What follows belongs to an exercise in optimizing a design on an open flow for small area, a short achievable clock period and few clock cycles per item; a production flow would make more cautious choices.
Function not checked in this run: the RTL went through the layout flow alone.
No activity file was given, so power comes from the tool's default toggle rates.

==> design.v <==
module apb_slave (
    input wire PCLK,
    input wire PRESETn,
    input wire PSEL,
    input wire PENABLE,
    input wire PWRITE,
    input wire [31:0] PADDR,
    input wire [31:0] PWDATA,
    input wire [3:0] PSTRB,
    output reg [31:0] PRDATA,
    output reg PREADY,
    output reg PSLVERR
);
    reg [31:0] memory [0:255];  
    always @(posedge PCLK or negedge PRESETn) begin
        if (!PRESETn) begin
            PREADY <= 0;
            PSLVERR <= 0;
            PRDATA <= 32'b0;
        end else if (PSEL && PENABLE) begin
            PREADY <= 1;
            PSLVERR <= 0;  
            if (PWRITE) begin
                if (PADDR < 256) begin  
                    if (PSTRB[0]) memory[PADDR][7:0] <= PWDATA[7:0];
                    if (PSTRB[1]) memory[PADDR][15:8] <= PWDATA[15:8];
                    if (PSTRB[2]) memory[PADDR][23:16] <= PWDATA[23:16];
                    if (PSTRB[3]) memory[PADDR][31:24] <= PWDATA[31:24];
                end else begin
                    PSLVERR <= 1;  
                end
            end else begin
                if (PADDR < 256) begin  
                    PRDATA <= memory[PADDR];
                end else begin
                    PSLVERR <= 1;  
                end
            end
        end else begin
            PREADY <= 0;
        end
    end
endmodule
==> run.sh <==
#!/bin/bash
# synth_recipe.tcl (not shown) runs the flow's synth.tcl, then flattens the netlist and writes it again
# the make line also repeats each setting of config.mk as NAME=value (left out here)
make -C /OpenROAD-flow-scripts/flow DESIGN_CONFIG=/design/flow/config.mk WORK_HOME=/design/flow/orfs CLKGATE_MAP_FILE= SYNTH_SCRIPT=/design/flow/synth_recipe.tcl finish
==> config.mk <==
export PLATFORM = sky130hd
export DESIGN_NAME = apb_slave
export DESIGN_NICKNAME = apb_slave
export VERILOG_FILES = /design/flow/design.v
export SDC_FILE = /design/flow/constraint.sdc
export NUM_CORES = 8
export LEC_CHECK = 0
export CAP_MARGIN = 30
export CORE_MARGIN = 2
export CORE_UTILIZATION = 50
export SLEW_MARGIN = 30
export SYNTH_MEMORY_MAX_BITS = 16384
==> constraint.sdc <==
create_clock -name core_clock -period 7.0 [get_ports {PCLK}]
set_input_delay 1.4000 -clock core_clock [delete_from_list [all_inputs] [get_ports {PCLK}]]
set_output_delay 1.4000 -clock core_clock [all_outputs]
set_load 0.01 [all_outputs]
==> out/results.txt <==
Outcome: timing/DRC/antenna clean
Drt drc: 0
Max-cap check violation count: 0
Period utilization: 95.1%
Post-Synthesis Cells: 17800
Post-cts sizing count: 0
Core box area: 0.607 mm2
Final Cell Area: 0.360 mm2
Worst EP required: 8140 ps
Critical path's largest stage delay: 1030 ps
Die W: 785 um
Total congestion overflow: 0
GPL Wtd Cong: 1.14
Vias in the first global route: 194000
Die H: 785 um
Synth warnings: 2
Total Power: 101 mW
Most area-consuming cells after synthesis: edfxtp_1 (81%), a22oi_1 (6.6%), nor2_1 (1.7%), a22o_1 (1.2%), nand2_1 (0.93%)
DR iter-0 viols: 60400
Hold crit path type: in2async
Bufs and invs on worst path: 4
CTS tree: yes
Sequential area share after synthesis: 81.0%
Largest net degree at the start of global routing: 166
Worst Clk Skew: 86.1 ps
Leakage: 114 nW
Fraction of layout cells with a size suffix above 1: 18.4%
Setup TNS: 0 ps
Antenna violations before repair: 301
Most frequent cells after synthesis: edfxtp_1 (8192), a22oi_1 (2679), nor2_1 (1358)
CP Data Arrival Time: 7800 ps
Worst skew pair latency: 1290 ps
Synth cell types: 57
Total iterations of the first detailed-routing run: 11
Synth Flop Type: edfxtp_1
Top cell type's share of synthesized area: 80.8%
Worst slew pin tran: 1440 ps
Mean routed wirelength per cell: 60.5 um
Routed wire length: 1750000 um
Min Clock Period, post-route: 6650 ps
Count leader, synth: edfxtp_1
Hpwl dp: 1240000 um
Fin. Hold Viols: 0
Max stage delay cell, worst path: nand4_1
H-tree Lvls: 6
IO Count: 107
Setup violations, final: 0
Synth-to-Final Area Change: 18.1%
Dpl ws: -145 ps
Nets: 19800
Max FO, Critical Path: 41
Number of synthesized flops with an enable pin: 8192
Starting density of the core: 50.2%
Slew headroom: 4.12%
Cell Area, Placed: 0.333 mm2
First-pass GRT wire length: 2140000 um
Vias: 230000
Sink Count: 8226
TritonCTS Buffers: 825
Clk slew on worst S/H paths: 70 ps
CP top delay family: simple AND/OR/NAND/NOR gates
Tot GR Track Use: 55.4%
Hold buffer count at CTS: 0
Avg Cell Area, Syn: 17.1 um2
Post-CTS setup repair buffer count: 0
Yosys top cell by area: edfxtp_1
Port bufs: 106
Mean number of vias per cell: 7.96
Crit path top cell by count: buf_4
Crit Path Class: in2reg
Flops & latches, synth: 8226
Worst setup EP type: flip-flop
Fin. max-slew vios: 0
Netlist Area Pre-Place: 0.305 mm2
Crit-path cells: buf_4 -> or4b_2 -> nor2_4 -> buf_16 -> buf_4 -> a2111oi_0 -> nand3_1 -> nor4_1 -> nand4_1 -> nor4b_2 -> buf_4 -> nor3_1
Final Util: 59.3%
Antenna Nets Post-Route: 0
Crit start category: input port
Std cell rows: 286
Fin Hold WS: 209 ps
Post-synth ARST share: 0.413%
Final Non-Filler Cells: 28800
Root buf cell: clkbuf_16
Dpl cells: 27000
PwrDens: 281 mW/mm2
Highest Clock Rate: 0.150 GHz
Peak VDD IR: 0.329 mV
RSZ-0062 raised after global routing: no
Clock tree buffer depth: 4
Die ar.: 0.615 mm2
Slack of the critical path: 346 ps
Post-Syn Nets: 17900
path summary, 6_finish.rpt:
check	startpoint	cells after the start	slack, ps	endpoint
setup / recovery	PADDR[3]	12	350	PRDATA[7]
hold / removal	PRESETn	1	210	PREADY
setup reg to reg	memory[182][7]	8	2380	PRDATA[7]
hold reg to reg	PSLVERR	2	490	PSLVERR
max in group asynchronous	PRESETn	3	4720	PRDATA[4]
min in group core_clock	PSLVERR	2	490	PSLVERR
kinds of logic (layout without fill, tap and decap cells):
| family | Yosys count | after routing | synth area share [%] |
|---|---|---|---|
| DFF | 8226 | 8226 | 81.0 |
| AOI/OAI and AO/OA | 4481 | 4481 | 11.1 |
| and+or+nand+nor | 3888 | 3888 | 6.19 |
| buffers and inverters | 1214 | 3827 | 1.64 |
| muxes | 13 | 13 | 0.0427 |
| other | 0 | 343 | 0 |
flip-flops by register name (all words and copies together) (netlist names):
signal / flops
PRDATA: 32
PSLVERR: 1
PREADY: 1
memory: 8192
cell usage in the layout, fill, tap and decap left out, drive strengths merged, types with 12 or more instances in the layout:
cell,instances
mux2i,13
and3,307
bufinv,48
clkbuf,1041
nand3,546
nand4bb,13
nor2,1359
clkdlybuf4s50,65
nor4,192
or4,130
a22o,431
nand4b,16
o22a,24
a2bb2oi,12
o22ai,287
buf,2238
o21ai,42
a32oi,163
o221ai,17
nor4bb,16
nor3,131
a2111oi,112
nand2,752
o211ai,36
a22oi,2679
edfxtp,8192
clkinv,388
dfrtp,34
o2111ai,23
clkinvlp,16
a21oi,371
and4,18
a221oi,149
diode,343
nor4b,40
nand4,335
a222oi,95
inv,31
worst register-to-register path, stage by stage (launching register included):
cell and delay (ps):
edfxtp_1 340, and3_1 140, a2111oi_0 700, nand3_1 220
nor4_1 640, nand4_1 1030, nor4b_2 990, buf_4 360
nor3_1 70
metal layers:
layer  GRT usage [%]  vias up  wire length, um
li1                -    77800                -
met1            65.3   116000           548000
met2            69.0    29100           649000
met3            36.4     6673           358000
met4            45.1      138           186000
met5            5.97        -             4760
power by group:
group	internal (mW)	switching [mW]
Sequential	54.2	0.000389
Combinational	0.519	2.65
Clock	23.6	20.1
cell type report:
class                      count  area [um2]
clock buffer                1033       21600
timing repair buffer        2311       20900
antenna                      343         858
clock inverter               482        4110
tap                         8064       10100
inverter                       1        8.76
fill                       45800      247000
multi-input combinational   8382       55400
sequential                  8226      247000

-- separate check: timing with driven ports --
The flow's constraints put no driver on any port. The routed layout listed below was extracted and timed again, unchanged, in two steps.
Step 1: set_driving_cell puts a clkbuf_16 on PCLK and a buf_2 on each other input, an assumption about the parent block.
Step 2 times the ports against the registers' clock, not the clock port: input delays grow and output delays shrink by t, the midpoint of the rising clock arrivals with the driver on.
Three values: ideal, step 1, step 2; two values: the first two.
shift t [ns]: 1.402
setup WS [ns]: 0.346 / 0.325 / -1.077
worst setup path at the end: input to register
worst data-port slew with drivers (ns): 0.42
With both steps, setup timing fails in this run, where it was met with ideal ports. For this run, drivers alone change the setup slack by -0.021 ns; drivers and shift together by -1.423 ns.
